This is an optimization exercise on Yosys and OpenROAD, whose aim is small area, not a production implementation.
RTL that was checked went through simulation tests only; none was proved equivalent to the original.
Function not checked in run 1: the RTL went through the layout flow alone.
Power figures rest on the tool's default switching activity, not on a simulated workload.

`flow/flow/abc_area.script`:
```
strash
&get -n
&st
&syn2
&dch
&nf -R 1000
&put
```
`flow/constraint.sdc`:
```
create_clock -name core_clock -period 6.5 [get_ports {clk}]
set_input_delay 1.3000 -clock core_clock [delete_from_list [all_inputs] [get_ports {clk}]]
set_output_delay 1.3000 -clock core_clock [all_outputs]
set_load 0.01 [all_outputs]
```
`flow/flow/run.sh`:
```
#!/bin/bash
# Own layout flow: the standard flow (standard.sh), with
#  - synthesis identical except for the ABC script used for the
#    combinational mapping (flow/abc_area.script, an area-oriented
#    mapping); registers are mapped exactly as in the standard synthesis;
#  - smaller port buffers, one shared tie cell, and a clock tree of small
#    buffers without dummy loads.
# Each tool's full output goes to the ORFS logs under orfs/logs and to
# standard.log in this folder.
set -euo pipefail
HERE=$(pwd)
mkdir -p mysynth
sed "s#log_cmd abc {\*}\$abc_args#log_cmd abc {*}[lreplace \$abc_args 1 1 $HERE/flow/abc_area.script]#" \
    "$FLOW_HOME/scripts/synth.tcl" > mysynth/synth.tcl
grep -q "flow/abc_area.script" mysynth/synth.tcl
sed "s#\$::env(SCRIPTS_DIR)/synth.tcl#$HERE/mysynth/synth.tcl#" synth_recipe.tcl > mysynth/synth_recipe.tcl
grep -q "mysynth/synth.tcl" mysynth/synth_recipe.tcl

source "$HERE/flow/settings.sh"

bash standard.sh \
    SYNTH_SCRIPT="$HERE/mysynth/synth_recipe.tcl" \
    "${EXTRA[@]}" \
    finish > standard.log 2>&1
```
`flow/config.mk`:
```
export PLATFORM = sky130hd
export DESIGN_NAME = sync_fifo
export DESIGN_NICKNAME = sync_fifo
export VERILOG_FILES = /design/flow/design.v
export SDC_FILE = /design/flow/constraint.sdc
export NUM_CORES = 4
export LEC_CHECK = 0
export CAP_MARGIN = 20
export CORE_MARGIN = 2
export CORE_UTILIZATION = 40
export SLEW_MARGIN = 20
```
`flow/standard.sh`:
```
#!/bin/bash
# synth_recipe.tcl (not shown) runs the flow's synth.tcl, then flattens the netlist and writes it again
# the make line also repeats each setting of config.mk as NAME=value (left out here)
make -C /OpenROAD-flow-scripts/flow DESIGN_CONFIG=/design/flow/config.mk WORK_HOME=/design/flow/orfs CLKGATE_MAP_FILE= SYNTH_SCRIPT=/design/flow/synth_recipe.tcl "${@:-finish}"
```
`flow/design.v`:
```
module sync_fifo #(
    parameter DATA_WIDTH = 8,
    parameter DEPTH = 32,
    parameter ALMOST_COUNT = 2
) (
    input wire clk,
    input wire reset,
    input wire wr_en,
    input wire rd_en,
    input wire [DATA_WIDTH-1:0] wr_data,
    output reg [DATA_WIDTH-1:0] rd_data,
    output wire empty,
    output wire full,
    output wire almost_empty,
    output wire almost_full,
    output wire valid,
    output wire overflow,
    output wire underflow,
    output wire [DEPTH:0] count
);
localparam AW = $clog2(DEPTH);
reg [AW:0] n;                           
reg [DATA_WIDTH-1:0] mem [0:DEPTH-1];   
assign empty        = (n == 0);
assign full         = n[AW];
assign almost_empty = (n != 0) && (n <= ALMOST_COUNT);
assign almost_full  = !n[AW] && (n >= DEPTH - ALMOST_COUNT);
assign valid        = rd_en && !empty;
assign overflow     = wr_en && full;
assign underflow    = rd_en && empty;
assign count        = {{(DEPTH-AW){1'b0}}, n};
wire do_wr = wr_en && !full;
wire do_rd = valid;
always @(posedge clk or posedge reset) begin
    if (reset)
        n <= 0;
    else if (do_wr != do_rd)
        n <= do_wr ? n + 1'b1 : n - 1'b1;
end
integer i;
always @(posedge clk) begin
    if (do_wr) begin
        mem[0] <= wr_data;
        for (i = 1; i < DEPTH; i = i + 1)
            mem[i] <= mem[i-1];
    end
end
wire [AW-1:0] ra = n[AW-1:0] - 1'b1;
wire [DEPTH-1:0] rsel = {{(DEPTH-1){1'b0}}, 1'b1} << ra;
localparam NG = (DEPTH + 2) / 3;             
wire [DATA_WIDTH-1:0] grp_n [0:NG-1];        
genvar g, b;
generate
    for (g = 0; g < NG; g = g + 1) begin : grp
        for (b = 0; b < DATA_WIDTH; b = b + 1) begin : bit_
            if (3*g + 2 < DEPTH) begin : full3
                sync_fifo_aoi222 u (
                    .a1(rsel[3*g]),   .a2(mem[3*g][b]),
                    .b1(rsel[3*g+1]), .b2(mem[3*g+1][b]),
                    .c1(rsel[3*g+2]), .c2(mem[3*g+2][b]),
                    .y(grp_n[g][b]));
            end else begin : part2
                sync_fifo_aoi22 u (
                    .a1(rsel[3*g]),   .a2(mem[3*g][b]),
                    .b1(rsel[3*g+1]), .b2(mem[3*g+1][b]),
                    .y(grp_n[g][b]));
            end
        end
    end
endgenerate
reg [DATA_WIDTH-1:0] rword;
integer j;
always @(*) begin
    rword = {DATA_WIDTH{1'b1}};
    for (j = 0; j < NG; j = j + 1)
        rword = rword & grp_n[j];
    rword = ~rword;
end
always @(posedge clk) begin
    if (do_rd)
        rd_data <= rword;
end
endmodule
module sync_fifo_aoi222 (
    input wire a1, a2, b1, b2, c1, c2,
    output wire y
);
assign y = ~((a1 & a2) | (b1 & b2) | (c1 & c2));
endmodule
module sync_fifo_aoi22 (
    input wire a1, a2, b1, b2,
    output wire y
);
assign y = ~((a1 & a2) | (b1 & b2));
endmodule
```
`flow/flow/settings.sh`:
```
EXTRA=(
    CORE_UTILIZATION=70
    SKIP_REPAIR_TIE_FANOUT=1
    "SYNTH_KEEP_MODULES=sync_fifo_aoi222 sync_fifo_aoi22"
    "BUFFER_PORTS_ARGS=-buffer_cell sky130_fd_sc_hd__buf_1"
    "CTS_ARGS=-sink_clustering_enable -repair_clock_nets -dont_use_dummy_load -buf_list {sky130_fd_sc_hd__clkbuf_4 sky130_fd_sc_hd__clkbuf_8} -root_buf sky130_fd_sc_hd__clkbuf_4 -tree_buf sky130_fd_sc_hd__clkbuf_4 -sink_clustering_buffer sky130_fd_sc_hd__clkbuf_8 -sink_clustering_size 18 -sink_clustering_max_diameter 70"
)
```
==> results of run 1 <==
-- logic make-up (layout without fill, tap and decap cells) --
logic type      Yosys count  count (layout)  synth area share (%)
buf+inv                  35              59                  2.40
flops                   270             270                  82.1
fa+ha+maj                 5               5                 0.712
compound gates          103             103                  9.58
simple gates             94              94                  4.58
xor+xnor                  7               7                 0.623
other cells               1               1                0.0381
-- layout make-up --
type / instances / area (sq um)
clock buffers: 18 / 229
fillers: 823 / 3600
inverters: 7 / 33.8
multi-input cells: 210 / 1530
flip-flops and latches: 270 / 8080
well taps: 180 / 225
repair buffers: 34 / 135
-- worst reg2reg max path, delay by kind of cell, from the launching register on --
| family | cells | cell delay [ns] |
|---|---|---|
| simple gates | 6 | 1.41 |
| compound gates | 2 | 1.28 |
| flops | 1 | 0.50 |
-- layer usage --
metal  GRT usage (%)  wire length, microns  vias up
met5               0                     0        -
li1                -                     -     2246
met4            5.96                   331        0
met1            38.5                  7560     2563
met3            3.58                  1820       23
met2            36.3                  8080      314
-- registers in the layout (all words and copies together), names as in the netlist --
| name | flops |
|---|---|
| n | 6 |
| mem | 256 |
| rd_data | 8 |
-- per-stage QoR --
| step | instance area [sq um] | total power [mW] |
|---|---|---|
| CTS | 10200 | 4.30 |
| global route | 10200 | 4.50 |
| floorplan | 9840 | 3.29 |
| detailed placement | 10000 | 3.64 |
| global placement | 10000 | 3.59 |
| finish | 10200 | 4.29 |
-- modules after synthesis (local to each module, per instance) --
module,cell area [sq um],cells,copies in the design,flops+latches
sync_fifo_aoi222,10.0,1,80,0
sync_fifo,8980,427,1,270
sync_fifo_aoi22,7.51,1,8,0
-- cells in the final DEF (no fill, tap or decap) --
master / Yosys / layout
inv_8: 0 / 1
nor3_1: 3 / 3
a21o_1: 2 / 2
a22oi_1: 8 / 8
ha_1: 4 / 4
clkbuf_8: 0 / 15
o21ai_0: 3 / 3
fa_1: 1 / 1
conb_1: 1 / 1
clkinv_1: 7 / 6
xnor2_1: 4 / 4
a21oi_1: 9 / 9
nand3_1: 7 / 7
o21bai_1: 1 / 1
dfrtp_1: 6 / 6
and3_1: 2 / 2
or3_1: 1 / 1
buf_4: 28 / 2
nand2_1: 4 / 4
nor2_1: 46 / 46
nor4_1: 1 / 1
or2_0: 1 / 1
clkbuf_4: 0 / 3
nand2b_1: 3 / 3
edfxtp_1: 264 / 264
xor2_1: 3 / 3
buf_1: 0 / 32
nor2b_1: 1 / 1
nand4_1: 24 / 24
a222oi_1: 80 / 80
and2_0: 1 / 1
-- synth_stat cells, drive strengths merged (2+ instances only) --
cell type,n,share of area (%)
edfxtp,264,81
a21o,2,0.15
xor2,3,0.27
clkinv,7,0.27
dfrtp,6,1.5
nor3,3,0.15
and3,2,0.13
xnor2,4,0.36
nand4,24,1.5
a222oi,80,8.1
nand2b,3,0.19
ha,4,0.51
a21oi,9,0.46
o21ai,3,0.15
nand2,4,0.15
nor2,46,1.8
a22oi,8,0.61
buf,28,2.1
nand3,7,0.36
-- final timing paths --
| check | from | endpoint | depth (start not counted) |
|---|---|---|---|
| max | n[0] | valid | 7 |
| min | mem[16][0] | mem[17][0] | 0 |
| max reg2reg | n[1] | rd_data[5] | 8 |
| min reg2reg | mem[16][0] | mem[17][0] | 0 |
| max in group asynchronous | reset | n[1] | 2 |
| min in group asynchronous | reset | n[5] | 2 |
-- power by group through the flow --
| stage | clock network [mW] | logic, mW | registers (mW) |
|---|---|---|---|
| floorplan | 0 | 0.664 | 2.63 |
| global placement | 0 | 0.967 | 2.62 |
| detailed placement | 0 | 0.995 | 2.64 |
| CTS | 0.702 | 0.994 | 2.61 |
| global route | 0.762 | 1.10 | 2.64 |
| finish | 0.684 | 0.999 | 2.61 |
==> impl_metrics.tcl, run 1 <==
set metrics [dict create \
    dominantRegCellSynth "edfxtp_1" \
    min_period_ns 3.97 \
    r2r_slack_ns 3.07 \
    grt_max_degree 90 \
    postSynth.asyncResetShare_pct 2.22 \
    num_rows 43 \
    synth_edf_count 264 \
    synth_area_sq_um 9840 \
    setup_violations 0 \
    fin_cells 719 \
    path_buf_inv 3 \
    post-route-util_pct 74.0 \
    grt_pass1_wl_microns 27100 \
    cp_max_fo 9 \
    htreeDepth 1 \
    cp.required_ns 5.20 \
    p_sw_mw 1.34 \
    fin_ws_ns 2.53 \
    area_delta_synth_final_pct 3.93 \
    drc 0 \
    cts_resized 0 \
    synth_nets 532 \
    wire_per_inst_microns 24.8 \
    clk_pin_slew_ns 0.10 \
    status "timing/DRC/antenna clean" \
    cts_root_buf "clkbuf_4" \
    port_buffers 32 \
    gp_congestion 0.781 \
    die_h_microns 123 \
    slowest_stage "dfrtp_1" \
    hold_buffers 0 \
    hold_viol 0 \
    cts_tree "yes" \
    power_frac_clock_pct 15.9 \
    drive_gt1_share_pct 3.90 \
    switching_share_pct 31.3 \
    drt_first_iter_violations 1017 \
    cts.sinks 270 \
    max-vdd-ir-drop_mv 0.226 \
    rsz0062_at_grt "false" \
    wl_microns 17800 \
    slew_headroom_pct 28.1 \
    fp.dieW_microns 123 \
    viasPerCell 7.16 \
    power_density_nw_per_um2 419 \
    antenna_found_initial 0 \
    initial_core_util_pct 71.2 \
    path_common_cell "clkinv_1" \
    critPathLaunchType "register" \
    antenna_left 0 \
    worstMarginPinSlew_ns 1.08 \
    insertion_delay_ns 0.60 \
    diodes 0 \
    path_delay_family "simple AND/OR/NAND/NOR gates" \
    ys_seq_area_share_pct 82.1 \
    cp_cell_sequence "clkinv_1, nand2_1, or3_1, nor3_1, nand2b_1, clkinv_1, buf_1" \
    fin_nets 558 \
    dr_total_vias 5146 \
    synthCells 515 \
    fmax_mhz 252 \
    slew_violations 0 \
    grt_usage_pct 24.2 \
    place_hpwl_microns 11700 \
    post-route-period-util_pct 61.0 \
    die-area_sq_um 15000 \
    finalSetupTns_ns 0 \
    grt_overflow 0 \
    preCtsSetupSlack_ns 2.97 \
    placed_cells 701 \
    grt_pass1_vias 4818 \
    firstDrtPassIters 6 \
    synth_seq_cells 270 \
    seqPwrFrac_pct 60.8 \
    io_pins 60 \
    p_int_mw 2.95 \
    synth.yosys.warnings 3 \
    clock_path_buffers 3 \
    hold_ws_ns 0.443 \
    crit_type "register to output port" \
    cts_setup_buffers 0 \
    ys_types 27 \
    max_stage_delay_ns 0.49 \
    cellLeakagePower_nw 3.13 \
    comb_power_share_pct 23.3 \
    cap_viol_max_count 0 \
    arrival_ns 2.67 \
    hold_class "register to register" \
    end_kind "output port" \
    syn_area_per_cell_sq_um 19.1 \
    cts_buffers 18 \
    core_area_sq_um 13800 \
    clock_skew_ns 0.0261 \
]
==> inputs of run 2 (changes only) <==
--- a/flow/design.v
+++ b/flow/design.v
@@ -33,2 +33,16 @@
 wire do_rd = valid;
+wire up = do_wr && !do_rd;
+wire dn = do_rd && !do_wr;
+reg [AW:0] tgl;
+reg all1, all0;
+integer k;
+always @(*) begin
+    all1 = 1'b1;
+    all0 = 1'b1;
+    for (k = 0; k <= AW; k = k + 1) begin
+        tgl[k] = (up && all1) || (dn && all0);
+        all1 = all1 && n[k];
+        all0 = all0 && !n[k];
+    end
+end
 always @(posedge clk or posedge reset) begin
@@ -36,4 +50,4 @@
         n <= 0;
-    else if (do_wr != do_rd)
-        n <= do_wr ? n + 1'b1 : n - 1'b1;
+    else
+        n <= n ^ tgl;
 end
@@ -47,4 +61,4 @@
 end
-wire [AW-1:0] ra = n[AW-1:0] - 1'b1;
-wire [DEPTH-1:0] rsel = {{(DEPTH-1){1'b0}}, 1'b1} << ra;
+wire [DEPTH-1:0] nsel = {{(DEPTH-1){1'b0}}, 1'b1} << n[AW-1:0];
+wire [DEPTH-1:0] rsel = {nsel[0], nsel[DEPTH-1:1]};
 localparam NG = (DEPTH + 2) / 3;             
==> run 2 against run 1 <==
Still clean. Setup slack worse by 0.086 ns. Wire length increased by 2.3%. Count of clock-buffer cells in the layout unchanged. Global-route usage is 0.82 points higher. Sequential share of layout area rose by 0.58 points. Synthesized cell count decreased by 4.1%. Core utilization about the same. Critical path type unchanged.
==> impl_metrics.tcl, run 2 <==
set metrics [dict create \
    antenna_found_initial 0 \
    hold_class "register to register" \
    grt_overflow 0 \
    final_common_cell "edfxtp_1" \
    slew_headroom_pct 39.2 \
    clock_path_buffers 3 \
    p_total_mw 4.26 \
    clk_pin_slew_ns 0.11 \
    top_register "mem" \
    final_cell_mix "264 x edfxtp_1, 80 x a222oi_1, 41 x nor2_1" \
    synthTopCellsByCount "264 x edfxtp_1, 80 x a222oi_1, 41 x nor2_1" \
    comb_power_share_pct 19.9 \
    fp.dieW_microns 122 \
    dr_total_vias 5020 \
    cts_buffers 18 \
    firstDrtPassIters 6 \
    postSynth.asyncResetShare_pct 2.22 \
    diodes 0 \
    viasPerCell 7.14 \
    p_int_mw 2.97 \
    reg_top3 "mem x256, rd_data x8, n x6" \
    power_frac_clock_pct 16.2 \
    largest_reg_flops 256 \
    io_pins 60 \
    port_buffers 32 \
    synthCells 494 \
    ys_types 27 \
    synth_top_area_share_pct 81.5 \
    slew_violations 0 \
    num_rows 43 \
    drive_gt1_share_pct 4.97 \
    power_density_nw_per_um2 420 \
    cts_resized 0 \
    htreeDepth 1 \
    crit_type "register to output port" \
    cts_root_buf "clkbuf_4" \
    drt_first_iter_violations 926 \
    cp.required_ns 5.20 \
    clock_skew_ns 0.0276 \
    max_stage_delay_ns 0.53 \
    post-route-period-util_pct 62.3 \
    cp_cell_sequence "or3_1, nor3_1, nand2b_1, clkinv_1, buf_1" \
    initial_core_util_pct 70.9 \
    cellLeakagePower_nw 3.17 \
    hold_viol 0 \
    synth_seq_cells 270 \
    antenna_left 0 \
    yosysTopAreaCell "edfxtp_1" \
    synth_nets 508 \
    end_kind "output port" \
    synth_area_sq_um 9730 \
    arrival_ns 2.75 \
    path_delay_family "simple AND/OR/NAND/NOR gates" \
    finalSetupTns_ns 0 \
    grt_usage_pct 25.0 \
    wire_per_inst_microns 25.9 \
    grt_max_degree 98 \
    hold_ws_ns 0.435 \
    min_period_ns 4.05 \
    grt_pass1_wl_microns 27600 \
    grt_pass1_vias 4902 \
    critPathLaunchType "register" \
    seqPwrFrac_pct 63.9 \
    hold_buffers 0 \
    syn_area_per_cell_sq_um 19.7 \
    core_area_sq_um 13700 \
    worstMarginPinSlew_ns 0.908 \
    cts_tree "yes" \
    rsz0062_at_grt "false" \
    fin_nets 539 \
    path_buf_inv 2 \
    setup_violations 0 \
    cts.sinks 270 \
    insertion_delay_ns 0.62 \
    cp_max_fo 13 \
    ys_seq_area_share_pct 83.0 \
    fmax_mhz 247 \
    dominantRegCellSynth "edfxtp_1" \
    cts_setup_buffers 0 \
    synth.yosys.warnings 3 \
    cap_viol_max_count 0 \
    p_sw_mw 1.29 \
    die_h_microns 122 \
    drc 0 \
    synth.most_common_cell "edfxtp_1" \
    die-area_sq_um 14900 \
    synth_edf_count 264 \
    place_hpwl_microns 11800 \
    slowest_stage "dfrtp_1" \
    area_delta_synth_final_pct 4.40 \
    gp_congestion 0.808 \
    synth_area_leaders "edfxtp_1 82%, a222oi_1 8.2%, buf_4 2.2%" \
    max-vdd-ir-drop_mv 0.338 \
    switching_share_pct 30.3 \
    status "timing/DRC/antenna clean" \
    wl_microns 18200 \
]
## run 2: worst register-to-register path: stages (launching register included)
cell      delay (ns)
dfrtp_1         0.53
or3_1           0.51
nor3_1          0.27
nand2b_1        0.19
clkinv_1        0.39
ha_1            0.43
clkinv_1        0.06
or3_1           0.11
o21ai_0         0.13
xor2_1          0.16
## run 2: cell families (layout without fill, tap and decap cells)
family | Yosys count | count (layout) | share of synthesized area [%]
muxes | 1 | 1 | 0.103
adders and majority gates | 2 | 2 | 0.257
AOI/OAI and AO/OA | 93 | 93 | 9.12
DFF | 270 | 270 | 83.0
buffers and inverters | 33 | 62 | 2.35
and+or+nand+nor | 88 | 88 | 4.54
xor gates and xnor gates | 6 | 6 | 0.540
other | 1 | 1 | 0.0386
## run 2: modules after synthesis, one instance, submodules excluded
module / cell area, sq um / copies in the design / flops+latches
sync_fifo_aoi222: 10.0 / 80 / 0
sync_fifo: 8870 / 1 / 270
sync_fifo_aoi22: 7.51 / 8 / 0
## run 2: final timing paths
path / start / end / slack, ns / cells past startpoint
max in group asynchronous: reset / n[2] / 5.81 / 2
setup / recovery: n[0] / valid / 2.45 / 5
min in group asynchronous: reset / n[5] / 0.53 / 2
hold reg to reg: mem[10][2] / mem[11][2] / 0.43 / 0
hold / removal: mem[10][2] / mem[11][2] / 0.43 / 0
setup reg to reg: n[0] / n[4] / 3.60 / 9
## run 2: per-layer routing
layer | track usage, % | vias to the layer above | wire length (microns)
li1 | - | 2185 | -
met4 | 9.77 | 0 | 337
met3 | 4.35 | 26 | 1400
met1 | 36.0 | 2515 | 7350
met5 | 0 | - | 0
met2 | 39.2 | 294 | 9110
## run 2: cell type report
class	instances	area, sq um
Inverter	5	26.3
Multi-Input combinational cell	191	1420
Clock buffer	18	229
Sequential cell	270	8080
Fill cell	822	3560
Tap cell	180	225
Timing Repair Buffer	39	176
## run 2: metrics by stage
step | setup slack [ns] | instances | instance area [sq um] | utilization (%)
floorplan | 1.03 | 494 | 9730 | -
global placement | 3.09 | 685 | 9920 | 72.3
detailed placement | 2.97 | 685 | 9920 | 72.3
CTS | 2.41 | 703 | 10200 | 74.0
global route | 2.27 | 703 | 10200 | 74.0
finish | 2.45 | 703 | 10200 | 74.0
## run 2: power by group through the flow
| stage | Combinational, mW | Sequential (mW) | Clock, mW |
|---|---|---|---|
| 3_5_place_dp | 0.842 | 2.76 | 0 |
| 3_3_place_gp | 0.828 | 2.73 | 0 |
| 5_1_grt | 0.914 | 2.77 | 0.760 |
| 6_report | 0.848 | 2.72 | 0.691 |
| 2_1_floorplan | 0.526 | 2.73 | 0 |
| 4_1_cts | 0.841 | 2.72 | 0.711 |
==> inputs of run 3 (changes only) <==
--- a/flow/flow/settings.sh
+++ b/flow/flow/settings.sh
@@ -2,2 +2,4 @@
     CORE_UTILIZATION=70
+    SLEW_MARGIN=0
+    CAP_MARGIN=0
     SKIP_REPAIR_TIE_FANOUT=1
==> run 3 against run 2 <==
Via count up 0.68%. Area after synthesis is the same. Largest cell class unchanged. Sequential power about the same. Still clean on timing, DRC and antenna. Critical path type unchanged. Count of clock-buffer cells in the layout did not move. Core utilization is essentially flat. Hold slack about the same.
==> impl_metrics.tcl, run 3 <==
set metrics [dict create \
    status "timing/DRC/antenna clean" \
    synthTopCellsByCount "264 x edfxtp_1, 80 x a222oi_1, 41 x nor2_1" \
    max_stage_delay_ns 0.53 \
    cp.depth 5 \
    switching_share_pct 30.4 \
    final_cell_mix "264 x edfxtp_1, 80 x a222oi_1, 41 x nor2_1" \
    cts_tree "yes" \
    drc 0 \
    grt_pass1_wl_microns 27600 \
    cts_resized 0 \
    grt_pass1_vias 4902 \
    dr_total_vias 5054 \
    cap_viol_max_count 0 \
    slew_headroom_pct 22.3 \
    comb_power_share_pct 19.9 \
    reg_top3 "mem x256, rd_data x8, n x6" \
    top_register "mem" \
    slowest_stage "dfrtp_1" \
    grt_use_met2_pct 39.2 \
    hold_viol 0 \
    synth.most_common_cell "edfxtp_1" \
    io_pins 60 \
    cp_max_fo 13 \
    reg2reg_depth 9 \
    syn_area_per_cell_sq_um 19.7 \
    synthCells 494 \
    path_delay_family "simple AND/OR/NAND/NOR gates" \
    gp_congestion 0.808 \
    min_period_ns 4.06 \
    fmax_mhz 246 \
    cts_root_buf "clkbuf_4" \
    final_common_cell "edfxtp_1" \
    p_int_mw 2.97 \
    use_met1_pct 36.0 \
    grt_max_degree 98 \
    critPathLaunchType "register" \
    ys_seq_area_share_pct 83.0 \
    clock_path_buffers 3 \
    fp.dieW_microns 122 \
    viasPerCell 7.19 \
    antenna_left 0 \
    port_buffers 32 \
    cellLeakagePower_nw 3.17 \
    firstDrtPassIters 9 \
    preCtsSetupSlack_ns 2.97 \
    wl_microns 18200 \
    die-area_sq_um 14900 \
    fin_ws_ns 2.44 \
    use_met3_pct 4.35 \
    power_density_nw_per_um2 420 \
    core_area_sq_um 13700 \
    yosysTopAreaCell "edfxtp_1" \
    dominantRegCellSynth "edfxtp_1" \
    rsz0062_at_grt "false" \
    clk_pin_slew_ns 0.11 \
    die_h_microns 122 \
    finalSetupTns_ns 0 \
    area_delta_synth_final_pct 4.36 \
    synth.yosys.warnings 3 \
    cp.required_ns 5.20 \
    grt_usage_pct 25.0 \
    worstMarginPinSlew_ns 1.16 \
    synth_area_sq_um 9730 \
    initial_core_util_pct 70.9 \
    htreeDepth 1 \
    cts.sinks 270 \
    drive_gt1_share_pct 4.97 \
    slew_violations 0 \
    gr-max-usage-layer "met2" \
    antenna_found_initial 0 \
    grt_overflow 0 \
    synth_edf_count 264 \
    clock_skew_ns 0.0275 \
    cp_cell_sequence "or3_1, nor3_1, nand2b_1, clkinv_1, buf_1" \
    post-route-period-util_pct 62.4 \
    p_sw_mw 1.30 \
    drt_first_iter_violations 974 \
    seqPwrFrac_pct 63.9 \
    whs_path_depth 0 \
    diodes 0 \
    cts_setup_buffers 0 \
    crit_type "register to output port" \
    hold_class "register to register" \
    end_kind "output port" \
    place_hpwl_microns 11800 \
    synth_nets 508 \
    fin_nets 539 \
    max-vdd-ir-drop_mv 0.335 \
    ys_types 27 \
    hold_buffers 0 \
    cts_buffers 18 \
    largest_reg_flops 256 \
    insertion_delay_ns 0.62 \
    path_buf_inv 2 \
    fillers 823 \
    arrival_ns 2.76 \
    wire_per_inst_microns 25.9 \
    num_rows 43 \
    postSynth.asyncResetShare_pct 2.22 \
    power_frac_clock_pct 16.2 \
    synth_seq_cells 270 \
    synth_top_area_share_pct 81.5 \
    synth_area_leaders "edfxtp_1 82%, a222oi_1 8.2%, buf_4 2.2%" \
    setup_violations 0 \
]
[run 3: cell types whose count changed in the layout (fill, tap and decap cells not counted)]
cell	before	now
buf_6	1	0
buf_4	6	7
[run 3: path summary, 6_finish.rpt]
check	startpoint	end	slack, ns
worst max-delay path	n[0]	valid	2.44
worst min-delay path	mem[10][2]	mem[11][2]	0.43
worst max register to register	n[0]	n[4]	3.62
worst min register to register	mem[10][2]	mem[11][2]	0.43
max in group asynchronous	reset	n[2]	5.81
min in group asynchronous	reset	n[5]	0.53
[run 3: cells by family (layout without fill, tap and decap cells)]
kind of cell	after synthesis	count (layout)	share of synthesized area [%]
adders and majority gates	2	2	0.257
AOI/OAI and AO/OA	93	93	9.12
xor gates and xnor gates	6	6	0.540
muxes	1	1	0.103
and+or+nand+nor	88	88	4.54
other	1	1	0.0386
buffers and inverters	33	62	2.35
DFF	270	270	83.0
[run 3: power groups by stage]
stage	sequential, mW	clock [mW]	combinational (mW)
2_1_floorplan	2.73	0	0.526
3_3_place_gp	2.73	0	0.828
3_5_place_dp	2.76	0	0.842
4_1_cts	2.72	0.711	0.841
5_1_grt	2.77	0.760	0.912
6_report	2.72	0.693	0.848
[run 3: cell type report]
cell class / count / area [sq um] / share of cell area [%]
sequential: 270 / 8080 / 79.6
clock buffer: 18 / 229 / 2.26
timing repair buffer: 39 / 173 / 1.70
tap: 180 / 225 / 2.22
inverter: 5 / 26.3 / 0.259
multi-input combinational: 191 / 1420 / 14.0
[run 3: through the flow]
stage	instances	util [%]	area, sq um	hold slack (ns)	total power, mW
5_1_grt	703	74.0	10200	0.460	4.44
4_1_cts	703	74.0	10200	0.450	4.28
3_5_place_dp	685	72.3	9920	0.432	3.60
3_3_place_gp	685	72.3	9920	0.429	3.55
2_1_floorplan	494	-	9730	0.425	3.26
6_report	703	74.0	10200	0.434	4.27
[run 3: per-layer routing]
metal | vias up | wire length (microns)
met5 | - | 0
met4 | 0 | 373
met3 | 28 | 1460
met2 | 289 | 9070
met1 | 2556 | 7330
li1 | 2181 | -
[run 3: Yosys stat by module (local to each module, per instance)]
| module | flops+latches | cell area (sq um) |
|---|---|---|
| sync_fifo | 270 | 8870 |
| sync_fifo_aoi222 | 0 | 10.0 |
| sync_fifo_aoi22 | 0 | 7.51 |
==> inputs of run 4 (changes only) <==
--- a/flow/flow/settings.sh
+++ b/flow/flow/settings.sh
@@ -1,5 +1,4 @@
 EXTRA=(
-    CORE_UTILIZATION=70
-    SLEW_MARGIN=0
-    CAP_MARGIN=0
+    CORE_UTILIZATION=88
+    PLACE_DENSITY=0.92
     SKIP_REPAIR_TIE_FANOUT=1
==> run 4 against run 3 <==
The run now fails in 3_5_place_dp. Area after synthesis unchanged. Synthesized cell count unchanged.
==> impl_metrics.tcl, run 4 <==
set metrics [dict create \
    status "aborted with a tool error" \
    lastStage "3_5_place_dp" \
    tool.error "[ERROR DPL-0033] detailed placement checks failed during check placement." \
    synth_area_sq_um 9730 \
    synth_nets 508 \
    die_h_microns 109 \
    port_buffers 32 \
    synth.most_common_cell "edfxtp_1" \
    synthTopCellsByCount "264 x edfxtp_1, 80 x a222oi_1, 41 x nor2_1" \
    synth_top_area_share_pct 81.5 \
    num_rows 38 \
    dominantRegCellSynth "edfxtp_1" \
    synth_seq_cells 270 \
    ys_types 27 \
    ys_seq_area_share_pct 83.0 \
    fp.dieW_microns 109 \
    synth.yosys.warnings 3 \
    postSynth.asyncResetShare_pct 2.22 \
    synth_edf_count 264 \
    gp_congestion 0.813 \
    syn_area_per_cell_sq_um 19.7 \
    synth_area_leaders "edfxtp_1 82%, a222oi_1 8.2%, buf_4 2.2%" \
    place_hpwl_microns 17100 \
    synthCells 494 \
    initial_core_util_pct 90.1 \
    io_pins 60 \
    yosysTopAreaCell "edfxtp_1" \
]
## run 4: power by group through the flow
stage	combinational (mW)	clock, mW	sequential (mW)
floorplan	0.526	0	2.73
global placement	0.769	0	2.72
## run 4: Yosys stat by module, one instance, submodules excluded
module            flip-flops and latches  copies in the design  cells
sync_fifo_aoi222                       0                    80      1
sync_fifo                            270                     1    406
sync_fifo_aoi22                        0                     8      1
## run 4: worst max-delay path by stage
stage	slack, ns	end	cells past startpoint
global placement	2.86	mem[13][5]	4
floorplan	1.03	n[4]	7
## run 4: cell families after synthesis
kind of cell             Yosys count  synth area share, %
multiplexers                       1                0.103
flip-flops                       270                 83.0
AND/OR/NAND/NOR                   88                 4.54
buffers and inverters             33                 2.35
adder cells (fa/ha/maj)            2                0.257
other                              1               0.0386
AO/OA/AOI/OAI                     93                 9.12
XOR/XNOR                           6                0.540
==> inputs of run 5 (changes only) <==
--- a/flow/flow/settings.sh
+++ b/flow/flow/settings.sh
@@ -1,4 +1,4 @@
 EXTRA=(
-    CORE_UTILIZATION=88
-    PLACE_DENSITY=0.92
+    CORE_UTILIZATION=84
+    PLACE_DENSITY=0.9
     SKIP_REPAIR_TIE_FANOUT=1
==> run 5 against run 4 <==
The run now finishes clean. Area after synthesis is the same. Synthesized cell count is the same.
==> impl_metrics.tcl, run 5 <==
set metrics [dict create \
    arrival_ns 3.08 \
    drt_first_iter_violations 1413 \
    worstMarginPinSlew_ns 0.909 \
    synth.yosys.warnings 3 \
    dr_total_vias 5545 \
    die_h_microns 112 \
    clk_pin_slew_ns 0.12 \
    final_area_sq_um 10100 \
    synth_top_area_share_pct 81.5 \
    p_total_mw 4.34 \
    initial_core_util_pct 85.6 \
    grt_usage_pct 33.2 \
    cts_resized 0 \
    slowest_stage "dfrtp_1" \
    status "timing/DRC/antenna clean" \
    critPathLaunchType "register" \
    setup_violations 0 \
    wl_met2_microns 10200 \
    cp.required_ns 5.20 \
    top_register "mem" \
    port_buffers 32 \
    crit_type "register to output port" \
    end_kind "output port" \
    yosysTopAreaCell "edfxtp_1" \
    diodes 0 \
    wire_per_inst_microns 30.9 \
    viasPerCell 8.34 \
    fin_nets 538 \
    grt_pass1_vias 5216 \
    final_common_cell "edfxtp_1" \
    cts_setup_buffers 0 \
    fp.dieW_microns 112 \
    power_density_nw_per_um2 430 \
    grt_pass1_wl_microns 30900 \
    cts_tree "yes" \
    finalSetupTns_ns 0 \
    drive_gt1_share_pct 4.79 \
    max-vdd-ir-drop_mv 0.332 \
    slew_headroom_pct 39.4 \
    met1_length_microns 6820 \
    clock_path_buffers 3 \
    rsz0062_at_grt "false" \
    htreeDepth 1 \
    insertion_delay_ns 0.62 \
    reg_top3 "mem x256, rd_data x8, n x6" \
    synth_area_leaders "edfxtp_1 82%, a222oi_1 8.2%, buf_4 2.2%" \
    placed_cells 647 \
    grt_max_degree 189 \
    synth_seq_cells 270 \
    synth_edf_count 264 \
    hold_viol 0 \
    synthCells 494 \
    gp_congestion 0.858 \
    firstDrtPassIters 12 \
    max_stage_delay_ns 0.57 \
    drc 0 \
    synthTopCellsByCount "264 x edfxtp_1, 80 x a222oi_1, 41 x nor2_1" \
    post-route-period-util_pct 67.3 \
    cellLeakagePower_nw 3.17 \
    ys_types 27 \
    hold_buffers 0 \
    cp_max_fo 13 \
    cp_cell_sequence "or3_1, nor3_1, nand2b_1, clkinv_1, buf_1" \
    routed.top_layer "met4" \
    post-route-util_pct 88.9 \
    die-area_sq_um 12500 \
    cts.sinks 270 \
    wl_microns 20500 \
    dominantRegCellSynth "edfxtp_1" \
    fillers 375 \
    place_hpwl_microns 12900 \
    synth_area_sq_um 9730 \
    num_rows 39 \
    hold_class "register to register" \
    antenna_found_initial 0 \
    synth_nets 508 \
    area_delta_synth_final_pct 3.86 \
    core_area_sq_um 11400 \
    postPlaceCellArea_sq_um 9870 \
    syn_area_per_cell_sq_um 19.7 \
    ys_seq_area_share_pct 83.0 \
    antenna_left 0 \
    slew_violations 0 \
    largest_reg_flops 256 \
    fmax_mhz 229 \
    cts_buffers 18 \
    clock_skew_ns 0.0410 \
    postSynth.asyncResetShare_pct 2.22 \
    io_pins 60 \
    cts_root_buf "clkbuf_4" \
    final_cell_mix "264 x edfxtp_1, 80 x a222oi_1, 41 x nor2_1" \
    fin_cells 665 \
    min_period_ns 4.38 \
    wl_met3_microns 2500 \
    grt_overflow 0 \
    cap_viol_max_count 0 \
    synth.most_common_cell "edfxtp_1" \
]
-- run 5: area by class of cell --
type,instances,area (sq um),area share (%)
sequential,270,8080,80.0
multi-input combinational,191,1420,14.1
clock buffer,18,229,2.27
inverter,5,31.3,0.310
tap,143,179,1.77
timing repair buffer,38,165,1.63
-- run 5: cell families (layout without fill, tap and decap cells) --
kind of cell	Yosys count	in the layout	share of synthesized area, %
flip-flops	270	270	83.0
buffers and inverters	33	61	2.35
AND/OR/NAND/NOR	88	88	4.54
other	1	1	0.0386
multiplexers	1	1	0.103
AO/OA/AOI/OAI	93	93	9.12
adder cells (fa/ha/maj)	2	2	0.257
XOR/XNOR	6	6	0.540
-- run 5: path summary, 6_finish.rpt --
| kind | from | to | slack (ns) | cells after the start |
|---|---|---|---|---|
| worst max-delay path | n[0] | valid | 2.12 | 5 |
| worst min register to register | mem[14][5] | mem[15][5] | 0.43 | 0 |
| max in group asynchronous | reset | n[3] | 5.78 | 2 |
| worst max register to register | n[0] | n[4] | 3.19 | 9 |
| worst min-delay path | mem[14][5] | mem[15][5] | 0.43 | 0 |
| min in group asynchronous | reset | n[4] | 0.54 | 2 |
-- run 5: metrics by stage --
step | hold slack (ns) | worst slack [ns]
finish | 0.434 | 2.12
global route | 0.458 | 1.98
CTS | 0.450 | 2.24
detailed placement | 0.433 | 2.74
global placement | 0.426 | 2.91
floorplan | 0.425 | 1.03
-- run 5: power breakdown --
group	leakage [nW]	internal [mW]	switching (mW)	total [mW]
clock	0.122	0.228	0.470	0.698
sequential	2.59	2.50	0.275	2.77
combinational	0.455	0.246	0.626	0.872
-- run 5: per-layer routing --
layer | GRT usage, % | up-vias
met3 | 6.86 | 127
met4 | 14.1 | 0
met1 | 45.0 | 2621
met2 | 54.4 | 609
met5 | 0 | -
li1 | - | 2188
-- run 5: Yosys stat by module (local to each module, per instance) --
module / cells inside / times used
sync_fifo: 406 / 1
sync_fifo_aoi22: 1 / 8
sync_fifo_aoi222: 1 / 80
-- run 5: worst max-delay path, delay by kind of cell (launching register included) --
kind | cells | cell delay [ns]
simple gates | 3 | 1.13
buf+inv | 2 | 0.77
flops | 1 | 0.57
==> inputs of run 6 (changes only) <==
--- a/flow/flow/settings.sh
+++ b/flow/flow/settings.sh
@@ -1,4 +1,4 @@
 EXTRA=(
-    CORE_UTILIZATION=84
-    PLACE_DENSITY=0.9
+    CORE_UTILIZATION=80
+    PLACE_DENSITY=0.85
     SKIP_REPAIR_TIE_FANOUT=1
==> run 6 against run 5 <==
Hold slack better by 0.014 ns. First-iteration DRC count down 25%. Via count down 7.9%. Sequential cell count unchanged. Area after synthesis unchanged. Setup slack better by 0.36 ns. Core utilization down 4.6 points. Count of clock-buffer cells in the layout unchanged. Largest power group unchanged. Highest routed layer unchanged.
==> impl_metrics.tcl, run 6 <==
set metrics [dict create \
    endpoint "valid" \
    ys_seq_area_share_pct 83.0 \
    ff_latch_area_sq_um 8080 \
    cts_buffers 18 \
    synth_area_leaders "edfxtp_1 82%, a222oi_1 8.2%, buf_4 2.2%" \
    synth_area_sq_um 9730 \
    crit_type "register to output port" \
    fmax_mhz 249 \
    final_cell_mix "264 x edfxtp_1, 80 x a222oi_1, 41 x nor2_1" \
    rsz0062_at_grt "false" \
    synth.yosys.warnings 3 \
    crit_start "n[0]" \
    multiInputGateArea_sq_um 1420 \
    viasPerCell 7.68 \
    drt_first_iter_violations 1055 \
    min_period_ns 4.01 \
    finalSetupTns_ns 0 \
    clk_pin_slew_ns 0.11 \
    use_met1_pct 38.5 \
    r2r-start "n[0]" \
    place_hpwl_microns 11700 \
    top_register "mem" \
    grt_overflow 0 \
    reg2reg_to "n[4]" \
    cts.sinks 270 \
    status "timing/DRC/antenna clean" \
    wl_microns 17800 \
    worstHoldStart "mem[19][4]" \
    fillers 547 \
    die-area_sq_um 13100 \
    die_h_microns 114 \
    synth_edf_count 264 \
    post-route-period-util_pct 61.7 \
    port_buffers 32 \
    synthCells 494 \
    grt_pass1_wl_microns 27200 \
    synth_nets 508 \
    cts_root_buf "clkbuf_4" \
    fin_nets 533 \
    postSynth.asyncResetShare_pct 2.22 \
    critPathLaunchType "register" \
    setup_violations 0 \
    grt_pass1_vias 5051 \
    initial_core_util_pct 81.3 \
    grt_usage_pct 27.9 \
    cellLeakagePower_nw 3.14 \
    largest_reg_flops 256 \
    clock_path_buffers 3 \
    grt_use_met2_pct 46.4 \
    reg2reg_depth 9 \
    syn_area_per_cell_sq_um 19.7 \
    yosysTopAreaCell "edfxtp_1" \
    max-vdd-ir-drop_mv 0.285 \
    synth.most_common_cell "edfxtp_1" \
    cp_max_fo 13 \
    arrival_ns 2.71 \
    slew_headroom_pct 36.1 \
    r2r_slack_ns 3.66 \
    synth_seq_cells 270 \
    htreeDepth 1 \
    p_total_mw 4.23 \
    worstMarginPinSlew_ns 0.958 \
    hold_class "register to register" \
    gp_congestion 0.801 \
    drc 0 \
    num_rows 40 \
    reg_top3 "mem x256, rd_data x8, n x6" \
    power_density_nw_per_um2 420 \
    wire_per_inst_microns 26.8 \
    synthTopCellsByCount "264 x edfxtp_1, 80 x a222oi_1, 41 x nor2_1" \
    dr_total_vias 5108 \
    core_area_sq_um 12000 \
    hold_buffers 0 \
    firstDrtPassIters 7 \
    grt_max_degree 191 \
    cap_viol_max_count 0 \
    hold_viol 0 \
    cts_tree "yes" \
    antenna_found_initial 1 \
    area_delta_synth_final_pct 3.55 \
    clock_skew_ns 0.0342 \
    io_pins 60 \
    antenna_left 0 \
    cts_setup_buffers 0 \
    use_met3_pct 4.71 \
    drive_gt1_share_pct 3.87 \
    slew_violations 0 \
    end_kind "output port" \
    gr-max-usage-layer "met2" \
    synth_top_area_share_pct 81.5 \
    cts_resized 0 \
    insertion_delay_ns 0.60 \
    dominantRegCellSynth "edfxtp_1" \
    final_common_cell "edfxtp_1" \
    postPlaceCellArea_sq_um 9840 \
    ys_types 27 \
    cp.required_ns 5.20 \
    final_area_sq_um 10100 \
    fp.dieW_microns 114 \
]
run 6: cell counts after synthesis:
Identical to the previous run, type by type.
run 6: routing by layer:
| layer | share of wire (%) | routed length (microns) | vias up |
|---|---|---|---|
| li1 | - | - | 2180 |
| met1 | 36 | 6460 | 2509 |
| met2 | 51 | 9070 | 370 |
| met3 | 9.8 | 1740 | 49 |
| met4 | 3.1 | 561 | 0 |
| met5 | 0 | 0 | - |
run 6: critical path, stage by stage (launching register included):
cell and delay, ns:
dfrtp_1 0.53, or3_1 0.52, nor3_1 0.26, nand2b_1 0.18
clkinv_1 0.38, buf_1 0.26
run 6: power by group:
group,switching (mW),total [mW],internal (mW)
sequential,0.235,2.73,2.50
combinational,0.583,0.823,0.240
clock,0.450,0.678,0.228
total,1.27,4.23,2.97
run 6: how the worst min path moves through the flow:
stage	end	slack, ns	cells past startpoint
final	mem[20][4]	0.45	0
after global routing	mem[22][4]	0.47	0
after CTS	mem[20][4]	0.45	0
after detailed placement	mem[23][5]	0.43	0
after global placement	mem[28][0]	0.43	0
after floorplan	mem[10][0]	0.43	0
run 6: per-module statistics from Yosys, one instance, submodules excluded:
module	cells	flops+latches	times used
sync_fifo_aoi222	1	0	80
sync_fifo_aoi22	1	0	8
sync_fifo	406	270	1
run 6: layout make-up:
cell class,instances,area share (%)
clock buffers,18,2.27
diodes,1,0.0248
well taps,147,1.83
flip-flops and latches,270,80.2
inverters,5,0.311
repair buffers,33,1.27
multi-input cells,191,14.1
run 6: stage by stage:
stage	worst slack (ns)	hold WS, ns	std cells	utilization [%]
2_1_floorplan	1.03	0.425	494	-
3_3_place_gp	2.90	0.429	646	82.2
3_5_place_dp	2.78	0.432	646	82.2
4_1_cts	2.49	0.449	664	84.1
5_1_grt	2.36	0.467	665	84.2
6_report	2.49	0.448	665	84.2
run 6: cell families (layout without fill, tap and decap cells):
family,Yosys count,in the layout,share of synthesized area [%]
AO/OA/AOI/OAI,93,93,9.12
XOR/XNOR,6,6,0.540
adder cells (fa/ha/maj),2,2,0.257
buffers and inverters,33,56,2.35
flip-flops,270,270,83.0
multiplexers,1,1,0.103
other,1,2,0.0386
AND/OR/NAND/NOR,88,88,4.54
==> inputs of run 7 (changes only) <==
==> flow/flow/settings.sh (replaced) <==
EXTRA=(
    CORE_UTILIZATION=70
    SKIP_REPAIR_TIE_FANOUT=1
    "SYNTH_KEEP_MODULES=sync_fifo_aoi222 sync_fifo_aoi22"
    "BUFFER_PORTS_ARGS=-buffer_cell sky130_fd_sc_hd__buf_1"
    "CTS_ARGS=-sink_clustering_enable -repair_clock_nets -dont_use_dummy_load -buf_list {sky130_fd_sc_hd__clkbuf_4 sky130_fd_sc_hd__clkbuf_16} -root_buf sky130_fd_sc_hd__clkbuf_4 -tree_buf sky130_fd_sc_hd__clkbuf_4 -sink_clustering_buffer sky130_fd_sc_hd__clkbuf_16 -sink_clustering_size 32 -sink_clustering_max_diameter 100"
)
==> run 7 against run 6 <==
Largest power group unchanged. Critical path depth stayed put. Final cell count is 4.8% higher. Hold slack worse by 0.035 ns. Still clean on timing, DRC and antenna. Area after synthesis stayed put. Non-clock buffer count is 6 higher. Sequential share of layout area is 0.80 points lower. Die area is 14% higher. Combinational power is 3.2% higher. Largest cell class unchanged. Setup slack worse by 0.0037 ns. First-iteration DRC count is 13% lower. Highest routed layer unchanged. Clock skew is 0.055 ns higher.
==> impl_metrics.tcl, run 7 <==
set metrics [dict create \
    path_delay_family "simple AND/OR/NAND/NOR gates" \
    cp.required_ns 5.20 \
    grt_overflow 0 \
    reg2reg_depth 9 \
    cts_tree "yes" \
    setup_violations 0 \
    top_register "mem" \
    synth_top_area_share_pct 81.5 \
    slew_headroom_pct 38.2 \
    rsz0062_at_grt "false" \
    wire_per_inst_microns 25.9 \
    fin_nets 533 \
    comb_power_share_pct 19.7 \
    synth_seq_cells 270 \
    cp_max_fo 12 \
    cellLeakagePower_nw 3.18 \
    hold_ws_ns 0.413 \
    area_delta_synth_final_pct 4.59 \
    largest_reg_flops 256 \
    drive_gt1_share_pct 3.87 \
    port_buffers 32 \
    slew_violations 0 \
    clock_path_buffers 3 \
    ys_seq_area_share_pct 83.0 \
    ff_latch_area_sq_um 8080 \
    slowest_stage "dfrtp_1" \
    synthCells 494 \
    cp_cell_sequence "or3_1, nor3_1, nand2b_1, clkinv_1, buf_1" \
    num_rows 43 \
    yosysTopAreaCell "edfxtp_1" \
    grt_usage_pct 24.7 \
    dr_total_vias 5040 \
    cp.depth 5 \
    htreeDepth 1 \
    synth.yosys.warnings 3 \
    seqPwrFrac_pct 63.4 \
    drt_first_iter_violations 914 \
    fp.dieW_microns 122 \
    die-area_sq_um 14900 \
    fmax_mhz 249 \
    r2r_slack_ns 3.63 \
    endpoint "valid" \
    cts.sinks 270 \
    die_h_microns 122 \
    place_hpwl_microns 11800 \
    gp_congestion 0.808 \
    min_period_ns 4.02 \
    cts_root_buf "clkbuf_4" \
    hold_class "register to register" \
    arrival_ns 2.72 \
    reg2reg_to "n[4]" \
    postSynth.asyncResetShare_pct 2.22 \
    io_pins 60 \
    syn_area_per_cell_sq_um 19.7 \
    antenna_left 0 \
    synth.most_common_cell "edfxtp_1" \
    p_sw_mw 1.29 \
    dominantRegCellSynth "edfxtp_1" \
    diodes 0 \
    grt_pass1_wl_microns 27500 \
    finalSetupTns_ns 0 \
    synthTopCellsByCount "264 x edfxtp_1, 80 x a222oi_1, 41 x nor2_1" \
    clk_pin_slew_ns 0.12 \
    power_frac_clock_pct 16.9 \
    viasPerCell 7.23 \
    fin_ws_ns 2.48 \
    antenna_found_initial 0 \
    power_density_nw_per_um2 423 \
    hold_buffers 0 \
    drc 0 \
    wl_microns 18100 \
    cts_buffers 12 \
    reg_top3 "mem x256, rd_data x8, n x6" \
    cts_resized 0 \
    p_int_mw 3.01 \
    path_buf_inv 2 \
    cts_setup_buffers 0 \
    crit_start "n[1]" \
    max-vdd-ir-drop_mv 0.269 \
    insertion_delay_ns 0.61 \
    synth_area_sq_um 9730 \
    hold_viol 0 \
    status "timing/DRC/antenna clean" \
    ys_types 27 \
    core_area_sq_um 13700 \
    cap_viol_max_count 0 \
    end_kind "output port" \
    crit_type "register to output port" \
    firstDrtPassIters 8 \
    synth_nets 508 \
    synth_area_leaders "edfxtp_1 82%, a222oi_1 8.2%, buf_4 2.2%" \
    post-route-period-util_pct 61.8 \
    clock_skew_ns 0.0896 \
    max_stage_delay_ns 0.52 \
    grt_max_degree 98 \
    final_cell_mix "264 x edfxtp_1, 80 x a222oi_1, 41 x nor2_1" \
    critPathLaunchType "register" \
    fillers 814 \
    worstMarginPinSlew_ns 0.923 \
    grt_pass1_vias 4897 \
    preCtsSetupSlack_ns 2.97 \
    switching_share_pct 29.9 \
    multiInputGateArea_sq_um 1420 \
    final_common_cell "edfxtp_1" \
    initial_core_util_pct 70.9 \
    r2r-start "n[1]" \
    p_total_mw 4.30 \
    synth_edf_count 264 \
]
run 7: stage by stage:
step                      area (sq um)  cells  utilization (%)
after floorplan                   9730    494                -
after global placement            9920    685             72.3
after detailed placement          9920    685             72.3
after CTS                        10200    697             74.1
after global routing             10200    697             74.2
final                            10200    697             74.2
run 7: power by group through the flow:
stage	Clock, mW	Combinational (mW)	Sequential, mW
after floorplan	0	0.526	2.73
after global placement	0	0.828	2.73
after detailed placement	0	0.842	2.76
final	0.725	0.849	2.72
after CTS	0.737	0.842	2.73
after global routing	0.786	0.914	2.77
run 7: final cells by class:
class | count | share of cell area, %
multi-input combinational | 191 | 14.0
sequential | 270 | 79.4
timing repair buffer | 39 | 1.73
clock buffer | 12 | 2.44
inverter | 5 | 0.258
tap | 180 | 2.21
run 7: worst min path at each step:
stage | startpoint | depth (start not counted) | slack, ns | end
6_report | mem[11][3] | 0 | 0.41 | mem[12][3]
5_1_grt | mem[11][3] | 0 | 0.42 | mem[12][3]
4_1_cts | mem[10][2] | 0 | 0.41 | mem[11][2]
3_5_place_dp | mem[25][3] | 0 | 0.43 | mem[26][3]
3_3_place_gp | mem[18][5] | 0 | 0.43 | mem[19][5]
2_1_floorplan | mem[9][0] | 0 | 0.43 | mem[10][0]
run 7: modules after synthesis (local to each module, per instance):
| module | area [sq um] | flip-flops and latches | cells | times used |
|---|---|---|---|---|
| sync_fifo | 8870 | 270 | 406 | 1 |
| sync_fifo_aoi222 | 10.0 | 0 | 1 | 80 |
| sync_fifo_aoi22 | 7.51 | 0 | 1 | 8 |
run 7: logic make-up (layout without fill, tap and decap cells):
| family | after synthesis | in the layout | share of synthesized area, % |
|---|---|---|---|
| muxes | 1 | 1 | 0.103 |
| other | 1 | 1 | 0.0386 |
| AOI/OAI and AO/OA | 93 | 93 | 9.12 |
| buffers and inverters | 33 | 56 | 2.35 |
| DFF | 270 | 270 | 83.0 |
| xor gates and xnor gates | 6 | 6 | 0.540 |
| and+or+nand+nor | 88 | 88 | 4.54 |
| adders and majority gates | 2 | 2 | 0.257 |
run 7: routing by layer:
metal	global-route usage, %	up-vias	share of wire [%]
met5	0	-	0
met3	3.42	21	7.9
li1	-	2182	-
met4	7.69	0	1.6
met1	36.4	2551	40
met2	39.7	286	50
run 7: worst register-to-register path: stages, from the launching register on:
cell	delay [ns]
dfrtp_1	0.52
or3_1	0.52
nor3_1	0.27
nand2b_1	0.18
clkinv_1	0.40
ha_1	0.44
clkinv_1	0.06
or3_1	0.11
o21ai_0	0.11
xor2_1	0.15
==> inputs of run 8 (changes only) <==
==> flow/flow/settings.sh (replaced) <==
EXTRA=(
    CORE_UTILIZATION=80
    PLACE_DENSITY=0.85
    SKIP_REPAIR_TIE_FANOUT=1
    "SYNTH_KEEP_MODULES=sync_fifo_aoi222 sync_fifo_aoi22"
    "BUFFER_PORTS_ARGS=-buffer_cell sky130_fd_sc_hd__buf_1"
    "CTS_ARGS=-sink_clustering_enable -repair_clock_nets -dont_use_dummy_load -buf_list {sky130_fd_sc_hd__clkbuf_4 sky130_fd_sc_hd__clkbuf_16} -root_buf sky130_fd_sc_hd__clkbuf_4 -tree_buf sky130_fd_sc_hd__clkbuf_4 -sink_clustering_buffer sky130_fd_sc_hd__clkbuf_16 -sink_clustering_size 34 -sink_clustering_max_diameter 100"
)
==> run 8 against run 7 <==
Sequential share of layout area rose by 0.87 points. First-iteration DRC count grew 15%. Sequential cell count unchanged. Largest power group unchanged. Core utilization up 10 points. Via count is 0.14% lower. Maximum frequency is 0.26% higher. Largest cell class unchanged. Final cell count decreased by 5.7%. Hold slack improved by 0.031 ns. Synthesized cell count unchanged. Global-route usage grew 2.8 points. Total power decreased by 1.2%.
==> impl_metrics.tcl, run 8 <==
set metrics [dict create \
    die-area_sq_um 13100 \
    hold_viol 0 \
    cp_max_fo 12 \
    core_area_sq_um 12000 \
    drt_first_iter_violations 1054 \
    initial_core_util_pct 81.3 \
    io_pins 60 \
    synthCells 494 \
    r2r_slack_ns 3.65 \
    cts_resized 0 \
    grt_pass1_wl_microns 27000 \
    port_buffers 32 \
    slowest_stage "or3_1" \
    syn_area_per_cell_sq_um 19.7 \
    synth.most_common_cell "edfxtp_1" \
    fillers 551 \
    grt_usage_pct 27.5 \
    post-route-period-util_pct 61.6 \
    grt_max_degree 191 \
    grt_overflow 0 \
    path_delay_family "simple AND/OR/NAND/NOR gates" \
    synth.yosys.warnings 3 \
    reg2reg_depth 9 \
    htreeDepth 1 \
    endpoint "valid" \
    ys_seq_area_share_pct 83.0 \
    slew_headroom_pct 35.9 \
    cts_buffers 11 \
    clock_path_buffers 3 \
    cts.sinks 270 \
    worstMarginPinSlew_ns 0.961 \
    cts_setup_buffers 0 \
    max_stage_delay_ns 0.54 \
    largest_reg_flops 256 \
    antenna_left 0 \
    fmax_mhz 250 \
    arrival_ns 2.71 \
    synth_top_area_share_pct 81.5 \
    power_density_nw_per_um2 422 \
    reg2reg_to "n[4]" \
    wire_per_inst_microns 27.0 \
    fin_nets 526 \
    area_delta_synth_final_pct 3.46 \
    rsz0062_at_grt "false" \
    place_hpwl_microns 11700 \
    status "timing/DRC/antenna clean" \
    fp.dieW_microns 114 \
    cellLeakagePower_nw 3.13 \
    drive_gt1_share_pct 2.55 \
    hold_class "register to register" \
    r2r-start "n[1]" \
    antenna_found_initial 0 \
    top_register "mem" \
    cts_tree "yes" \
    yosysTopAreaCell "edfxtp_1" \
    wl_microns 17700 \
    critPathLaunchType "register" \
    path_buf_inv 2 \
    grt_pass1_vias 4955 \
    clk_pin_slew_ns 0.12 \
    synthTopCellsByCount "264 x edfxtp_1, 80 x a222oi_1, 41 x nor2_1" \
    diodes 0 \
    synth_area_leaders "edfxtp_1 82%, a222oi_1 8.2%, buf_4 2.2%" \
    synth_nets 508 \
    ys_types 27 \
    min_period_ns 4.01 \
    drc 0 \
    viasPerCell 7.66 \
    p_total_mw 4.25 \
    insertion_delay_ns 0.58 \
    max-vdd-ir-drop_mv 0.283 \
    synth_edf_count 264 \
    dr_total_vias 5033 \
    num_rows 40 \
    reg_top3 "mem x256, rd_data x8, n x6" \
    crit_type "register to output port" \
    dominantRegCellSynth "edfxtp_1" \
    hold_buffers 0 \
    cp.depth 5 \
    finalSetupTns_ns 0 \
    end_kind "output port" \
    crit_start "n[1]" \
    clock_skew_ns 0.0176 \
    postSynth.asyncResetShare_pct 2.22 \
    die_h_microns 114 \
    cts_root_buf "clkbuf_4" \
    final_cell_mix "264 x edfxtp_1, 80 x a222oi_1, 41 x nor2_1" \
    cp.required_ns 5.20 \
    setup_violations 0 \
    cp_cell_sequence "or3_1, nor3_1, nand2b_1, clkinv_1, buf_1" \
    cap_viol_max_count 0 \
    post-route-util_pct 84.1 \
    firstDrtPassIters 10 \
    synth_area_sq_um 9730 \
    gp_congestion 0.801 \
    synth_seq_cells 270 \
    final_common_cell "edfxtp_1" \
    slew_violations 0 \
]
-- run 8: area by class of cell --
type                    count  area, sq um  share of cell area, %
flip-flops and latches    270         8080                   80.3
repair buffers             33          128                   1.27
inverters                   5         31.3                  0.311
clock buffers              11          223                   2.21
well taps                 147          184                   1.83
multi-input cells         191         1420                   14.1
-- run 8: modules after synthesis, one instance, submodules excluded --
module | flip-flops and latches | cells inside
sync_fifo_aoi222 | 0 | 1
sync_fifo | 270 | 406
sync_fifo_aoi22 | 0 | 1
-- run 8: metal layers --
metal	up-vias	share of wire, %	GRT usage (%)
met5	-	0	0
met4	0	2.7	9.27
met3	37	9.0	4.24
met2	327	51	45.6
met1	2513	37	38.9
li1	2156	-	-
-- run 8: where the power goes --
| part | leakage (nW) | internal (mW) | switching (mW) |
|---|---|---|---|
| clock | 0.112 | 0.245 | 0.447 |
| combinational | 0.428 | 0.240 | 0.586 |
| sequential | 2.59 | 2.50 | 0.234 |
| total | 3.13 | 2.98 | 1.27 |
-- run 8: worst min path at each step --
stage               start         end  slack (ns)  cells after the start
3_3_place_gp   mem[27][0]  mem[28][0]        0.43                      0
5_1_grt         mem[2][2]   mem[3][2]        0.47                      0
6_report        mem[2][2]   mem[3][2]        0.44                      0
2_1_floorplan   mem[9][0]  mem[10][0]        0.43                      0
3_5_place_dp   mem[22][5]  mem[23][5]        0.43                      0
4_1_cts         mem[2][2]   mem[3][2]        0.45                      0
-- run 8: logic make-up after synthesis --
group	share of synthesized area (%)
xor gates and xnor gates	0.540
other	0.0386
AOI/OAI and AO/OA	9.12
muxes	0.103
and+or+nand+nor	4.54
adders and majority gates	0.257
DFF	83.0
buffers and inverters	2.35
-- run 8: stage by stage --
step	setup slack (ns)	hold slack [ns]	std cells	cell area [sq um]
3_5_place_dp	2.78	0.432	646	9840
2_1_floorplan	1.03	0.425	494	9730
4_1_cts	2.49	0.448	657	10100
5_1_grt	2.35	0.467	657	10100
3_3_place_gp	2.90	0.429	646	9840
6_report	2.49	0.444	657	10100
==> inputs of run 9 (changes only) <==
==> flow/flow/settings.sh (replaced) <==
EXTRA=(
    CORE_UTILIZATION=80
    PLACE_DENSITY=0.85
    SKIP_REPAIR_TIE_FANOUT=1
    "SYNTH_KEEP_MODULES=sync_fifo_aoi222 sync_fifo_aoi22"
    "BUFFER_PORTS_ARGS=-buffer_cell sky130_fd_sc_hd__buf_1"
    "CTS_ARGS=-sink_clustering_enable -repair_clock_nets -dont_use_dummy_load -buf_list {sky130_fd_sc_hd__clkbuf_2 sky130_fd_sc_hd__clkbuf_8} -root_buf sky130_fd_sc_hd__clkbuf_2 -tree_buf sky130_fd_sc_hd__clkbuf_2 -sink_clustering_buffer sky130_fd_sc_hd__clkbuf_8 -sink_clustering_size 20 -sink_clustering_max_diameter 80"
)
==> run 9 against run 8 <==
Hold slack got worse by 0.044 ns. Sequential share of layout area rose by 0.10 points. Critical endpoint unchanged. Maximum frequency fell by 2.6%. Setup slack got worse by 0.11 ns. Synthesized cell count did not move. Non-clock buffer count did not move. Count of clock-buffer cells in the layout rose by 6. Area after synthesis did not move. Highest routed layer unchanged. Design area fell by 0.12%. Core utilization fell by 0.10 points. Global-route usage barely moved.
==> impl_metrics.tcl, run 9 <==
set metrics [dict create \
    crit_type "register to output port" \
    max_stage_delay_ns 0.48 \
    slew_headroom_pct 35.2 \
    grt_pass1_vias 4970 \
    max-vdd-ir-drop_mv 0.287 \
    dr_total_vias 5062 \
    synth_edf_count 264 \
    insertion_delay_ns 0.69 \
    final_area_sq_um 10100 \
    top_register "mem" \
    reg_top3 "mem x256, rd_data x8, n x6" \
    ys_types 27 \
    path_delay_family "simple AND/OR/NAND/NOR gates" \
    largest_reg_flops 256 \
    cts_root_buf "clkbuf_2" \
    arrival_ns 2.81 \
    end_kind "output port" \
    synth_nets 508 \
    cts_resized 0 \
    r2r-start "n[4]" \
    cts_buffers 17 \
    fin_nets 532 \
    ys_seq_area_share_pct 83.0 \
    min_period_ns 4.11 \
    finalSetupTns_ns 0 \
    cap_viol_max_count 0 \
    post-route-period-util_pct 63.3 \
    cts_tree "yes" \
    initial_core_util_pct 81.3 \
    cellLeakagePower_nw 3.13 \
    slowest_stage "or2_0" \
    grt_usage_pct 27.6 \
    post-route-util_pct 84.0 \
    antenna_found_initial 1 \
    grt_pass1_wl_microns 27000 \
    hold_viol 0 \
    postPlaceCellArea_sq_um 9840 \
    postSynth.asyncResetShare_pct 2.22 \
    power_density_nw_per_um2 418 \
    cp_max_fo 10 \
    place_hpwl_microns 11700 \
    path_buf_inv 2 \
    dominantRegCellSynth "edfxtp_1" \
    clock_skew_ns 0.0468 \
    wl_microns 17700 \
    synth.yosys.warnings 3 \
    fp.dieW_microns 114 \
    whs_path_depth 0 \
    drive_gt1_share_pct 3.68 \
    synth_area_sq_um 9730 \
    die_h_microns 114 \
    cts_setup_buffers 0 \
    die-area_sq_um 13100 \
    min_to "mem[3][2]" \
    cp.required_ns 5.20 \
    hold_class "register to register" \
    reg2reg_depth 9 \
    worstHoldStart "mem[2][2]" \
    cp.depth 5 \
    setup_violations 0 \
    port_buffers 32 \
    grt_max_degree 191 \
    rsz0062_at_grt "false" \
    yosysTopAreaCell "edfxtp_1" \
    clock_path_buffers 3 \
    worstMarginPinSlew_ns 0.971 \
    antenna_left 0 \
    preCtsSetupSlack_ns 2.78 \
    cp_cell_sequence "or2_0, nor3_1, nand2b_1, clkinv_1, buf_1" \
    fin_ws_ns 2.39 \
    viasPerCell 7.62 \
    firstDrtPassIters 8 \
    synth_area_leaders "edfxtp_1 82%, a222oi_1 8.2%, buf_4 2.2%" \
    syn_area_per_cell_sq_um 19.7 \
    reg2reg_to "n[5]" \
    synthTopCellsByCount "264 x edfxtp_1, 80 x a222oi_1, 41 x nor2_1" \
    r2r_slack_ns 3.63 \
    synth_top_area_share_pct 81.5 \
    synth_seq_cells 270 \
    hold_buffers 0 \
    critPathLaunchType "register" \
    core_area_sq_um 12000 \
    gp_congestion 0.801 \
    final_cell_mix "264 x edfxtp_1, 80 x a222oi_1, 41 x nor2_1" \
    synthCells 494 \
    drc 0 \
    htreeDepth 1 \
    wire_per_inst_microns 26.6 \
    slew_violations 0 \
    fmax_mhz 243 \
    drt_first_iter_violations 1020 \
    io_pins 60 \
    final_common_cell "edfxtp_1" \
    grt_overflow 0 \
    status "timing/DRC/antenna clean" \
    clk_pin_slew_ns 0.12 \
    synth.most_common_cell "edfxtp_1" \
    cts.sinks 270 \
    p_total_mw 4.20 \
    num_rows 40 \
    area_delta_synth_final_pct 3.33 \
]
==> run 9: cell counts after synthesis <==
No cell type changed its count.
==> run 9: metrics by stage <==
| stage | hold slack [ns] | std cells |
|---|---|---|
| after floorplan | 0.425 | 494 |
| after global placement | 0.429 | 646 |
| after detailed placement | 0.432 | 646 |
| after CTS | 0.403 | 663 |
| after global routing | 0.422 | 664 |
| final | 0.400 | 664 |
==> run 9: worst max path at each step <==
stage	startpoint	to
6_report	n[4]	valid
5_1_grt	n[1]	valid
4_1_cts	n[1]	valid
3_5_place_dp	wr_en	mem[9][1]
3_3_place_gp	wr_en	mem[10][7]
2_1_floorplan	wr_en	n[4]
==> run 9: report_power, final <==
| group | switching, mW | total, mW | internal [mW] |
|---|---|---|---|
| Sequential | 0.234 | 2.73 | 2.50 |
| Clock | 0.447 | 0.651 | 0.203 |
| Combinational | 0.580 | 0.820 | 0.240 |
| Total | 1.26 | 4.20 | 2.94 |
==> run 9: logic make-up (layout without fill, tap and decap cells) <==
family                     after synthesis  in the layout  synth area share, %
AOI/OAI and AO/OA                       93             93                 9.12
xor gates and xnor gates                 6              6                0.540
adders and majority gates                2              2                0.257
buffers and inverters                   33             55                 2.35
DFF                                    270            270                 83.0
muxes                                    1              1                0.103
other                                    1              2               0.0386
and+or+nand+nor                         88             88                 4.54
==> run 9: area by class of cell <==
type	count	area, sq um
repair buffers	33	128
diodes	1	2.50
fillers	555	1910
well taps	147	184
inverters	5	31.3
clock buffers	17	208
flip-flops and latches	270	8080
multi-input cells	191	1420
==> run 9: metal layers <==
layer / up-vias / global-route usage (%) / share of wire [%]
li1: 2176 / - / -
met1: 2505 / 40.0 / 38
met2: 343 / 45.2 / 50
met3: 38 / 3.60 / 9.0
met4: 0 / 9.27 / 2.5
met5: - / 0 / 0
==> run 9: per-module statistics from Yosys, one instance, submodules excluded <==
module / cells inside / flops+latches
sync_fifo: 406 / 270
sync_fifo_aoi22: 1 / 0
sync_fifo_aoi222: 1 / 0

==> afterwards: timing with drivers on the ports <==
The flow's constraints put no driver on any port. The routed layouts listed below were extracted and timed again, unchanged, in two steps.
Step 1 (the two cells are an assumption about what drives the block):
set clk [get_ports {clk}]
set_driving_cell -lib_cell sky130_fd_sc_hd__clkbuf_16 $clk
set_driving_cell -lib_cell sky130_fd_sc_hd__buf_2 [delete_from_list [all_inputs] $clk]
Step 2, shift: input delay + t, output delay - t, t = (earliest + latest rising clock arrival at the registers) / 2. This alone moves slack from input paths to output paths.
a / b / c = ideal / step 1 / step 2; a / b = the first two.
run | t, ns | setup WS [ns] | hold WS [ns] | worst register clock-pin slew, ns | cell pins on the clock port's net
run 1 | 0.621 | 2.534 / 2.499 / 2.953 | 0.443 / 0.443 / 0.443 | 0.11 / 0.11 | 1
run 2 | 0.638 | 2.448 / 2.414 / 3.052 | 0.435 / 0.435 / 0.435 | 0.11 / 0.11 | 1
run 3 | 0.639 | 2.443 / 2.409 / 2.992 | 0.434 / 0.434 / 0.434 | 0.11 / 0.11 | 1
run 5 | 0.637 | 2.124 / 2.090 / 2.624 | 0.434 / 0.434 / 0.434 | 0.12 / 0.12 | 1
run 6 | 0.621 | 2.488 / 2.452 / 2.993 | 0.448 / 0.448 / 0.448 | 0.11 / 0.11 | 1
run 7 | 0.603 | 2.484 / 2.450 / 3.047 | 0.413 / 0.413 / 0.413 | 0.12 / 0.12 | 1
run 8 | 0.605 | 2.494 / 2.462 / 2.994 | 0.444 / 0.444 / 0.444 | 0.12 / 0.12 | 1
run 9 | 0.700 | 2.386 / 2.351 / 2.988 | 0.400 / 0.400 / 0.400 | 0.12 / 0.12 | 1
After both steps setup and hold are still met in every run listed.
